This is an optimization exercise on Yosys and OpenROAD, whose aim is small area, a short achievable clock period and few clock cycles per item, not a production implementation. At most, simulation tests tie the RTL to the original design; equivalence was not proved. The clock port is modelled as an ideal driver, which makes a skipped or thinned clock tree look cheaper than it is; a real chip needs a root buffer or a tree. No activity file was given, so power comes from the tool's default toggle rates.

==> flow/design.v (excerpt) <==
module prng (
	input clk,     
	input rst,   
	input [31:0] seed,
	input start,
	input cont,
	output reg done,
	output [31:0] rand_num
);
Size: about 310 cells after synthesis, about 69 I/O pins.
==> module prng, before the edit <==
module prng (
	input clk,     
	input rst,   
	input [31:0] seed,
	input start,
	input cont,
	output reg done,
	output [31:0] rand_num
);
localparam B  = 6;                 
localparam NB = (31 + B - 1) / B;  
reg [30:0] acc;    
reg  [2:0] cnt;    
reg  [3:0] nen;    
wire busy = !nen[0];
assign rand_num = {1'b0, acc};
wire [30:0] nen_bits = {{7{nen[3]}}, {8{nen[2]}}, {8{nen[1]}}, {8{nen[0]}}};
wire [30:0] b = ~({acc[2:0], acc[30:3]} | nen_bits);
wire [30:0] g = acc & b;    
wire [30:0] p = acc ^ b;    
localparam LB = (B > 8) ? 4 : (B > 4) ? 3 : (B > 2) ? 2 : (B > 1) ? 1 : 0;   
wire [30:0] lg [0:LB];
wire [30:0] lp [0:LB];
wire [30:0] gl = lg[LB];
wire [30:0] pl = lp[LB];
assign lg[0] = g;
assign lp[0] = p;
wire [NB-1:0] bg, bp;
wire [30:0] c;
genvar i, j, k;
generate
	for (k = 0; k < LB; k = k + 1) begin : local_level
		for (i = 0; i < 31; i = i + 1) begin : local_bit
			localparam LO = i - i % B;
			localparam OFF = i % B;
			localparam J = LO + (OFF & ~((2 << k) - 1)) + (1 << k) - 1;
			if ((OFF >> k) & 1) begin : merge
				assign lg[k+1][i] = lg[k][i] | lp[k][i] & lg[k][J];
				assign lp[k+1][i] = lp[k][i] & lp[k][J];
			end else begin : pass
				assign lg[k+1][i] = lg[k][i];
				assign lp[k+1][i] = lp[k][i];
			end
		end
	end
	for (j = 0; j < NB; j = j + 1) begin : block_gp
		localparam TOP = (j * B + B - 1 > 30) ? 30 : j * B + B - 1;
		assign bg[j] = gl[TOP];
		assign bp[j] = pl[TOP];
	end
endgenerate
localparam L = (NB > 16) ? 5 : (NB > 8) ? 4 : (NB > 4) ? 3 : (NB > 2) ? 2 : 1;   
wire [NB-1:0] cg [0:L];
wire [NB-1:0] cp [0:L];
assign cg[0] = bg;
assign cp[0] = bp;
generate
	for (k = 0; k < L; k = k + 1) begin : ring_level
		for (j = 0; j < NB; j = j + 1) begin : ring_block
			localparam J2 = (j + NB - (1 << k) % NB) % NB;
			assign cg[k+1][j] = cg[k][j] | cp[k][j] & cg[k][J2];
			assign cp[k+1][j] = cp[k][j] & cp[k][J2];
		end
	end
	for (i = 0; i < 31; i = i + 1) begin : carry
		localparam BI = i / B;
		localparam BPREV = (BI + NB - 1) % NB;
		if (i % B == 0) begin : first
			assign c[i] = cg[L][BPREV];
		end else begin : next
			assign c[i] = gl[i-1] | pl[i-1] & cg[L][BPREV];
		end
	end
endgenerate
wire [3:0]  keep = ~nen | {4{done}};
wire [30:0] keep_bits = {{7{keep[3]}}, {8{keep[2]}}, {8{keep[1]}}, {8{keep[0]}}};
wire [30:0] x = (p & keep_bits) | ({seed[15:0], seed[30:16]} & ~keep_bits);
always @(posedge clk)
	acc <= x ^ c;
always @(posedge clk) begin
	if (rst) begin
		nen  <= 4'hf;
		done <= 1'b0;
		cnt  <= 3'd0;
	end else if (busy) begin
		cnt <= cnt + 3'd1;
		if (cnt == 3'd4)        nen[0] <= 1'b1;
		if (cnt[2])             nen[1] <= 1'b1;
		if (cnt[2] && !cnt[1])  nen[2] <= 1'b1;
		if (cnt[2] && !cnt[0])  nen[3] <= 1'b1;
		if (cnt == 3'd4)        done  <= 1'b1;
	end else if (done) begin
		if (!start) done <= 1'b0;
	end else if (start) begin
		nen <= 4'd0;
		cnt <= 3'd0;
	end
end
endmodule
Settings: LEC_CHECK=0, CAP_MARGIN=20, CORE_MARGIN=2, CORE_UTILIZATION=40, SLEW_MARGIN=70; clock period 9.0 ns.
standard.sh (not shown) runs the stock make flow with config.mk's settings and CLKGATE_MAP_FILE= SYNTH_SCRIPT=/design/flow/synth_recipe.tcl, a recipe that flattens the netlist after the stock synthesis.
==> flow/flow/run.sh <==
#!/bin/bash
# The standard layout (standard.sh) with these changes:
#  - synthesis: ABC maps the logic with flow/abc.script instead of ORFS's
#    abc_speed.script; everything else, registers included, is as in the
#    standard flow;
#  - the port buffers are plain buffers (sky130_fd_sc_hd__buf_1) instead of
#    the cell buffer_ports picks by itself;
#  - timing repair aims for 6.3 ns of setup slack.
set -euo pipefail
cp -r "$FLOW_HOME/scripts" scripts
cp flow/abc.script scripts/abc_speed.script
export SCRIPTS_DIR="$PWD/scripts"
export BUFFER_PORTS_ARGS="-buffer_cell sky130_fd_sc_hd__buf_1"
export SETUP_SLACK_MARGIN=6.3
bash standard.sh > standard.log 2>&1
==> flow/flow/abc.script <==
&get -n
&st
&syn2
&dch
&nf -R 20
&put
buffer -c
topo
stime -c
upsize -c
dnsize -c
Rerun with:
--- a/flow/design.v
+++ b/flow/design.v
@@ -5,20 +5,20 @@
 	input [31:0] seed,
 	input start,
 	input cont,
 	output reg done,
 	output [31:0] rand_num
 );
-localparam B  = 6;                 
+localparam B  = 4;                 
 localparam NB = (31 + B - 1) / B;  
 reg [30:0] acc;    
 reg  [2:0] cnt;    
-reg  [3:0] nen;    
+reg  [2:0] nen;    
 wire busy = !nen[0];
 assign rand_num = {1'b0, acc};
-wire [30:0] nen_bits = {{7{nen[3]}}, {8{nen[2]}}, {8{nen[1]}}, {8{nen[0]}}};
+wire [30:0] nen_bits = {{10{nen[2]}}, {10{nen[1]}}, {11{nen[0]}}};
 wire [30:0] b = ~({acc[2:0], acc[30:3]} | nen_bits);
 wire [30:0] g = acc & b;    
 wire [30:0] p = acc ^ b;    
 localparam LB = (B > 8) ? 4 : (B > 4) ? 3 : (B > 2) ? 2 : (B > 1) ? 1 : 0;   
 wire [30:0] lg [0:LB];
 wire [30:0] lp [0:LB];
@@ -70,31 +70,30 @@
 			assign c[i] = cg[L][BPREV];
 		end else begin : next
 			assign c[i] = gl[i-1] | pl[i-1] & cg[L][BPREV];
 		end
 	end
 endgenerate
-wire [3:0]  keep = ~nen | {4{done}};
-wire [30:0] keep_bits = {{7{keep[3]}}, {8{keep[2]}}, {8{keep[1]}}, {8{keep[0]}}};
+wire [2:0]  keep = ~nen | {3{done}};
+wire [30:0] keep_bits = {{10{keep[2]}}, {10{keep[1]}}, {11{keep[0]}}};
 wire [30:0] x = (p & keep_bits) | ({seed[15:0], seed[30:16]} & ~keep_bits);
 always @(posedge clk)
 	acc <= x ^ c;
 always @(posedge clk) begin
 	if (rst) begin
-		nen  <= 4'hf;
+		nen  <= 3'b111;
 		done <= 1'b0;
 		cnt  <= 3'd0;
 	end else if (busy) begin
 		cnt <= cnt + 3'd1;
 		if (cnt == 3'd4)        nen[0] <= 1'b1;
 		if (cnt[2])             nen[1] <= 1'b1;
 		if (cnt[2] && !cnt[1])  nen[2] <= 1'b1;
-		if (cnt[2] && !cnt[0])  nen[3] <= 1'b1;
 		if (cnt == 3'd4)        done  <= 1'b1;
 	end else if (done) begin
 		if (!start) done <= 1'b0;
 	end else if (start) begin
-		nen <= 4'd0;
+		nen <= 3'b000;
 		cnt <= 3'd0;
 	end
 end
 endmodule
Setup slack improves by 0.019 ns. Final cell count is higher slightly. Die area falls slightly. Clock power shrinks by a few percent. Power came out lower by a few percent. Global-route usage stays flat. Maximum frequency climbs slightly. Count of clock-buffer cells in the layout shrinks by 1. Critical path depth is unchanged. Via count is lower slightly. Cell area fell by a little under a tenth. Sequential share of layout area went up by 0.73 points. Register-to-register slack improved by 0.09 ns.
No functional check of the RTL was part of any run of this note.

Another version of the RTL of prng (not shown whole).
For scale: about 350 cells after synthesis, roughly 39 flip-flops, about 0.0031 mm^2 of cells after synthesis.
Design prng, start of the top module:
module prng (
	input clk,     
	input rst,   
	input [31:0] seed,
	input start,
	input cont,
	output reg done,
	output [31:0] rand_num
);
==> module prng, before the edit <==
module prng (
	input clk,     
	input rst,   
	input [31:0] seed,
	input start,
	input cont,
	output reg done,
	output [31:0] rand_num
);
localparam B  = 4;                 
localparam NB = (31 + B - 1) / B;  
reg [30:0] acc;    
reg  [2:0] cnt;    
reg  [3:0] en;     
wire busy = en[0];
assign rand_num = {1'b0, acc};
wire [30:0] en_bits = {{7{en[3]}}, {8{en[2]}}, {8{en[1]}}, {8{en[0]}}};
wire [30:0] b = ~{acc[2:0], acc[30:3]} & en_bits;
wire [30:0] g = acc & b;    
wire [30:0] p = acc ^ b;    
localparam LB = $clog2(B);
wire [30:0] lg [0:LB];
wire [30:0] lp [0:LB];
wire [30:0] gl = lg[LB];
wire [30:0] pl = lp[LB];
assign lg[0] = g;
assign lp[0] = p;
wire [NB-1:0] bg, bp;
wire [30:0] c;
genvar i, j, k;
generate
	for (k = 0; k < LB; k = k + 1) begin : local_level
		for (i = 0; i < 31; i = i + 1) begin : local_bit
			localparam LO = i - i % B;
			localparam OFF = i % B;
			localparam J = LO + (OFF & ~((2 << k) - 1)) + (1 << k) - 1;
			if ((OFF >> k) & 1) begin : merge
				assign lg[k+1][i] = lg[k][i] | lp[k][i] & lg[k][J];
				assign lp[k+1][i] = lp[k][i] & lp[k][J];
			end else begin : pass
				assign lg[k+1][i] = lg[k][i];
				assign lp[k+1][i] = lp[k][i];
			end
		end
	end
	for (j = 0; j < NB; j = j + 1) begin : block_gp
		localparam TOP = (j * B + B - 1 > 30) ? 30 : j * B + B - 1;
		assign bg[j] = gl[TOP];
		assign bp[j] = pl[TOP];
	end
endgenerate
localparam L = $clog2(NB);
wire [NB-1:0] cg [0:L];
wire [NB-1:0] cp [0:L];
assign cg[0] = bg;
assign cp[0] = bp;
generate
	for (k = 0; k < L; k = k + 1) begin : ring_level
		for (j = 0; j < NB; j = j + 1) begin : ring_block
			localparam J2 = (j + NB - (1 << k) % NB) % NB;
			assign cg[k+1][j] = cg[k][j] | cp[k][j] & cg[k][J2];
			assign cp[k+1][j] = cp[k][j] & cp[k][J2];
		end
	end
	for (i = 0; i < 31; i = i + 1) begin : carry
		localparam BI = i / B;
		localparam BPREV = (BI + NB - 1) % NB;
		if (i % B == 0) begin : first
			assign c[i] = cg[L][BPREV];
		end else begin : next
			assign c[i] = gl[i-1] | pl[i-1] & cg[L][BPREV];
		end
	end
endgenerate
wire [30:0] x = (busy || done) ? p : {seed[15:0], seed[30:16]};
always @(posedge clk)
	acc <= x ^ c;
always @(posedge clk) begin
	if (rst) begin
		en   <= 4'd0;
		done <= 1'b0;
		cnt  <= 3'd0;
	end else if (busy) begin
		cnt <= cnt + 3'd1;
		if (cnt == 3'd4)        en[0] <= 1'b0;
		if (cnt[2])             en[1] <= 1'b0;
		if (cnt[2] && !cnt[1])  en[2] <= 1'b0;
		if (cnt[2] && !cnt[0])  en[3] <= 1'b0;
		if (cnt == 3'd4)        done  <= 1'b1;
	end else if (done) begin
		if (!start) done <= 1'b0;
	end else if (start) begin
		en  <= 4'hf;
		cnt <= 3'd0;
	end
end
endmodule
clock: 9.0 ns
lec_check: 0
cap_margin: 20
core_margin: 2
core_utilization: 40
slew_margin: 70
==> flow/flow/run.sh <==
#!/bin/bash
# The standard layout, with the port buffers made of plain buffers
# (sky130_fd_sc_hd__buf_1) instead of the cell buffer_ports picks by itself.
set -euo pipefail
export BUFFER_PORTS_ARGS="-buffer_cell sky130_fd_sc_hd__buf_1"

bash standard.sh > standard.log 2>&1
Edit:
--- a/flow/design.v
+++ b/flow/design.v
@@ -18,9 +18,9 @@
 wire [30:0] en_bits = {{7{en[3]}}, {8{en[2]}}, {8{en[1]}}, {8{en[0]}}};
 wire [30:0] b = ~{acc[2:0], acc[30:3]} & en_bits;
 wire [30:0] g = acc & b;    
 wire [30:0] p = acc ^ b;    
-localparam LB = $clog2(B);
+localparam LB = (B > 8) ? 4 : (B > 4) ? 3 : (B > 2) ? 2 : (B > 1) ? 1 : 0;   
 wire [30:0] lg [0:LB];
 wire [30:0] lp [0:LB];
 wire [30:0] gl = lg[LB];
 wire [30:0] pl = lp[LB];
@@ -49,9 +49,9 @@
 		assign bg[j] = gl[TOP];
 		assign bp[j] = pl[TOP];
 	end
 endgenerate
-localparam L = $clog2(NB);
+localparam L = (NB > 16) ? 5 : (NB > 8) ? 4 : (NB > 4) ? 3 : (NB > 2) ? 2 : 1;   
 wire [NB-1:0] cg [0:L];
 wire [NB-1:0] cp [0:L];
 assign cg[0] = bg;
 assign cp[0] = bp;
Result: Core utilization stays the same; final cell count stays the same; worst hold slack does not change; total power does not change; via count is unchanged; cell area stays the same.
Testbench counts after the change, summed over its fixed seeds: cycles 18,432, items 2,048.
For the first run of this note, only the layout was checked, not whether the RTL still works.

== old ==
The RTL this note starts from:
==> flow/design.v <==
`timescale 1ns / 1ps
module prng (
	input clk,     
	input rst,   
	input [31:0] seed,
	input start,
	input cont,
	output reg done,
	output [31:0] rand_num
);
localparam B  = 4;                 
localparam NB = (31 + B - 1) / B;  
reg [30:0] acc;    
reg  [2:0] cnt;    
reg  [3:0] nen;    
wire busy = !nen[0];
assign rand_num = {1'b0, acc};
wire [30:0] nen_bits = {{7{nen[3]}}, {8{nen[2]}}, {8{nen[1]}}, {8{nen[0]}}};
wire [30:0] b = ~({acc[2:0], acc[30:3]} | nen_bits);
wire [30:0] g = acc & b;    
wire [30:0] p = acc ^ b;    
localparam LB = (B > 8) ? 4 : (B > 4) ? 3 : (B > 2) ? 2 : (B > 1) ? 1 : 0;   
wire [30:0] lg [0:LB];
wire [30:0] lp [0:LB];
wire [30:0] gl = lg[LB];
wire [30:0] pl = lp[LB];
assign lg[0] = g;
assign lp[0] = p;
wire [NB-1:0] bg, bp;
wire [30:0] c;
genvar i, j, k;
generate
	for (k = 0; k < LB; k = k + 1) begin : local_level
		for (i = 0; i < 31; i = i + 1) begin : local_bit
			localparam LO = i - i % B;
			localparam OFF = i % B;
			localparam J = LO + (OFF & ~((2 << k) - 1)) + (1 << k) - 1;
			if ((OFF >> k) & 1) begin : merge
				assign lg[k+1][i] = lg[k][i] | lp[k][i] & lg[k][J];
				assign lp[k+1][i] = lp[k][i] & lp[k][J];
			end else begin : pass
				assign lg[k+1][i] = lg[k][i];
				assign lp[k+1][i] = lp[k][i];
			end
		end
	end
	for (j = 0; j < NB; j = j + 1) begin : block_gp
		localparam TOP = (j * B + B - 1 > 30) ? 30 : j * B + B - 1;
		assign bg[j] = gl[TOP];
		assign bp[j] = pl[TOP];
	end
endgenerate
localparam L = (NB > 16) ? 5 : (NB > 8) ? 4 : (NB > 4) ? 3 : (NB > 2) ? 2 : 1;   
wire [NB-1:0] cg [0:L];
wire [NB-1:0] cp [0:L];
assign cg[0] = bg;
assign cp[0] = bp;
generate
	for (k = 0; k < L; k = k + 1) begin : ring_level
		for (j = 0; j < NB; j = j + 1) begin : ring_block
			localparam J2 = (j + NB - (1 << k) % NB) % NB;
			assign cg[k+1][j] = cg[k][j] | cp[k][j] & cg[k][J2];
			assign cp[k+1][j] = cp[k][j] & cp[k][J2];
		end
	end
	for (i = 0; i < 31; i = i + 1) begin : carry
		localparam BI = i / B;
		localparam BPREV = (BI + NB - 1) % NB;
		if (i % B == 0) begin : first
			assign c[i] = cg[L][BPREV];
		end else begin : next
			assign c[i] = gl[i-1] | pl[i-1] & cg[L][BPREV];
		end
	end
endgenerate
wire [3:0]  keep = ~nen | {4{done}};
wire [30:0] keep_bits = {{7{keep[3]}}, {8{keep[2]}}, {8{keep[1]}}, {8{keep[0]}}};
wire [30:0] x = (p & keep_bits) | ({seed[15:0], seed[30:16]} & ~keep_bits);
always @(posedge clk)
	acc <= x ^ c;
always @(posedge clk)
	cnt <= busy ? cnt + 3'd1 : 3'd0;
always @(posedge clk) begin
	if (rst) begin
		nen  <= 4'hf;
		done <= 1'b0;
	end else if (busy) begin
		if (cnt == 3'd4)        nen[0] <= 1'b1;
		if (cnt[2])             nen[1] <= 1'b1;
		if (cnt[2] && !cnt[1])  nen[2] <= 1'b1;
		if (cnt[2] && !cnt[0])  nen[3] <= 1'b1;
		if (cnt == 3'd4)        done   <= 1'b1;
	end else if (done) begin
		if (!start) done <= 1'b0;
	end else if (start) begin
		nen <= 4'd0;
	end
end
endmodule
export LEC_CHECK = 0
export CAP_MARGIN = 20
export CORE_MARGIN = 2
export CORE_UTILIZATION = 40
export SLEW_MARGIN = 40
create_clock -name core_clock -period 9.0 [get_ports {clk}]
==> flow/flow/run.sh <==
#!/bin/bash
# The standard layout (standard.sh) with these changes:
#  - synthesis: ABC maps the logic with flow/abc.script instead of ORFS's
#    abc_speed.script; everything else, registers included, is as in the
#    standard flow;
#  - the port buffers are plain buffers (sky130_fd_sc_hd__buf_1) instead of
#    the cell buffer_ports picks by itself;
#  - after clock tree synthesis, flow/clock_tree.tcl replaces the two-level
#    clock tree with one level of clock buffers;
#  - timing repair aims for 6.3 ns of setup slack.
set -euo pipefail
cp -r "$FLOW_HOME/scripts" scripts
cp flow/abc.script scripts/abc_speed.script
export SCRIPTS_DIR="$PWD/scripts"
export BUFFER_PORTS_ARGS="-buffer_cell sky130_fd_sc_hd__buf_1"
export POST_CTS_TCL="$PWD/flow/clock_tree.tcl"
export SETUP_SLACK_MARGIN=6.3
bash standard.sh > standard.log 2>&1
==> flow/flow/clock_tree.tcl <==
# POST_CTS hook: replace the clock tree that clock_tree_synthesis built (a
# root buffer feeding leaf buffers) with a single level of buffers: the clock
# port drives NBUF clock buffers, each driving the clock pins of one group of
# nearby flip-flops. Every flip-flop's clock passes through exactly one
# buffer, so the clock arrives at all of them at about the same time.
set nbuf 4
set cell sky130_fd_sc_hd__clkbuf_8

set block [ord::get_db_block]
set db [ord::get_db]
set clk_net [[$block findBTerm clk] getNet]

# Walk the clock network from the port: buffers to remove, and the clock pins
# of the cells they (or the port) drive.
set bufs {}
set loads {}
set sinks {}
set todo [list $clk_net]
while {[llength $todo] > 0} {
  set net [lindex $todo 0]
  set todo [lrange $todo 1 end]
  foreach it [$net getITerms] {
    if {![$it isInputSignal] && [$it getIoType] ne "INPUT"} { continue }
    set inst [$it getInst]
    set m [[$inst getMaster] getName]
    if {[string match "sky130_fd_sc_hd__clkbuf_*" $m] || [string match "sky130_fd_sc_hd__buf_*" $m]} {
      lappend bufs $inst
      lappend todo [[$inst findITerm X] getNet]
    } elseif {[string match "clkload*" [$inst getName]]} {
      # a dummy load clock_tree_synthesis added to balance its tree
      lappend loads $inst
    } else {
      lappend sinks $it
    }
  }
}
puts "clock_tree.tcl: [llength $bufs] clock buffers and [llength $loads] dummy loads removed, [llength $sinks] clock pins"

foreach inst $loads {
  foreach it [$inst getITerms] { if {[$it getNet] ne "NULL"} { $it disconnect } }
  odb::dbInst_destroy $inst
}

foreach inst $bufs {
  set onet [[$inst findITerm X] getNet]
  foreach it [$onet getITerms] { $it disconnect }
  [$inst findITerm A] disconnect
  odb::dbInst_destroy $inst
  odb::dbNet_destroy $onet
}

# Group the clock pins: split by x into halves, then each half by y.
proc split_by {pts idx n} {
  set pts [lsort -integer -index $idx $pts]
  set per [expr {int(ceil(double([llength $pts]) / $n))}]
  set out {}
  for {set k 0} {$k < $n} {incr k} {
    lappend out [lrange $pts [expr {$k * $per}] [expr {($k + 1) * $per - 1}]]
  }
  return $out
}
set pts {}
foreach it $sinks {
  set loc [[$it getInst] getLocation]
  lappend pts [list [lindex $loc 0] [lindex $loc 1] $it]
}
set groups {}
foreach half [split_by $pts 0 [expr {$nbuf / 2}]] {
  foreach g [split_by $half 1 2] { lappend groups $g }
}

set master [$db findMaster $cell]
set k 0
foreach grp $groups {
  if {[llength $grp] == 0} { continue }
  set sx 0
  set sy 0
  foreach p $grp {
    incr sx [lindex $p 0]
    incr sy [lindex $p 1]
  }
  set b [odb::dbInst_create $block $master clkbuf_leaf_$k]
  set net [odb::dbNet_create $block clknet_leaf_$k]
  $net setSigType CLOCK
  [$b findITerm A] connect $clk_net
  [$b findITerm X] connect $net
  foreach p $grp { [lindex $p 2] connect $net }
  $b setLocation [expr {$sx / [llength $grp]}] [expr {$sy / [llength $grp]}]
  $b setPlacementStatus PLACED
  incr k
}
puts "clock_tree.tcl: $k clock buffers ($cell) inserted"
detailed_placement
check_placement -verbose
Scripts as last shown in full above: flow/flow/abc.script
old: it failed with a tool error in clock tree synthesis, so there are no final results.
diff inputs: old => new
--- a/flow/design.v
+++ b/flow/design.v
@@ -77,23 +77,24 @@
 wire [30:0] keep_bits = {{7{keep[3]}}, {8{keep[2]}}, {8{keep[1]}}, {8{keep[0]}}};
 wire [30:0] x = (p & keep_bits) | ({seed[15:0], seed[30:16]} & ~keep_bits);
 always @(posedge clk)
 	acc <= x ^ c;
-always @(posedge clk)
-	cnt <= busy ? cnt + 3'd1 : 3'd0;
 always @(posedge clk) begin
 	if (rst) begin
 		nen  <= 4'hf;
 		done <= 1'b0;
+		cnt  <= 3'd0;
 	end else if (busy) begin
+		cnt <= cnt + 3'd1;
 		if (cnt == 3'd4)        nen[0] <= 1'b1;
 		if (cnt[2])             nen[1] <= 1'b1;
 		if (cnt[2] && !cnt[1])  nen[2] <= 1'b1;
 		if (cnt[2] && !cnt[0])  nen[3] <= 1'b1;
-		if (cnt == 3'd4)        done   <= 1'b1;
+		if (cnt == 3'd4)        done  <= 1'b1;
 	end else if (done) begin
 		if (!start) done <= 1'b0;
 	end else if (start) begin
 		nen <= 4'd0;
+		cnt <= 3'd0;
 	end
 end
 endmodule
--- outcome ---
new completed; timing, DRC and antenna clean
old never completed, since it errored out during clock tree synthesis.
Initial core utilization ends up higher on new.
[new vs old] worst setup slack after placement: higher in new
Diff new..old | number of placement rows | unchanged
Fraction of the mapped netlist area in compound gates was lower in the run labelled old.
From old to new, count of buffers from port buffering did not move at all.
| adder and majority gate portion of the synthesized area | new vs old | 0.24 points lower |
Register bit total from synthesis delta (new -> old): insignificant
Taking old as the reference, in new average cell area after synthesis now sits at about the same level; gate count after technology mapping +about 1.9%; height of the die shows an increase of 0.76%; detailed-placement wirelength estimate picked up an extra about 1%; instance count after placement with tap cells included up 1.1%.
Relative to old, the netlist area before placement measured on new has increased slightly.
Against old, new comes in 0.20 points higher on area share of and/or/nand/nor cells after synthesis.
Testbench counts of new, summed over its fixed seeds: cycles 18,432, items 2,048.
No functional check of the RTL was part of old. In new the design's own scripts or RTL, not TritonCTS, make the clock network.

[separate check: timing with driven ports]
In the flow no input, the clock included, has a driving cell. The finished layouts below were timed again as built, in two steps. Step 1 sets driving cells, clkbuf_16 on the clock port and buf_2 on the other inputs (assumed; they add their load-dependent delay and slew). Step 2 times the ports against the registers' clock, not the clock port: input delays grow and output delays shrink by t, the midpoint of the rising clock arrivals with the driver on. Slacks: ideal / step 1 / step 2; pairs: ideal / step 1.
| run | shift t [ns] | slack for setup (ns) | worst setup path at the end | latest minus earliest clock arrival (ns) | pins driven straight from the clock port |
|---|---|---|---|---|---|
| the first run of note 1 | 0.323 | 6.307 / 6.277 / 6.344 | register to register | 0.003 / 0.004 | 1 |
| the second run of note 1 | 0.324 | 6.326 / 6.293 / 6.121 | input to register | 0.006 / 0.006 | 1 |
| the first run of note 2 | 0.323 | 6.321 / 6.289 / 6.086 | input to register | 0.001 / 0.002 | 1 |
| the second run of note 2 | 0.323 | 6.321 / 6.289 / 6.086 | input to register | 0.001 / 0.002 | 1 |
| new | 0.194 | 6.462 / 6.402 / 6.355 | input to register | 0.009 / 0.010 | 4 |
After both steps every run listed still meets setup and hold.
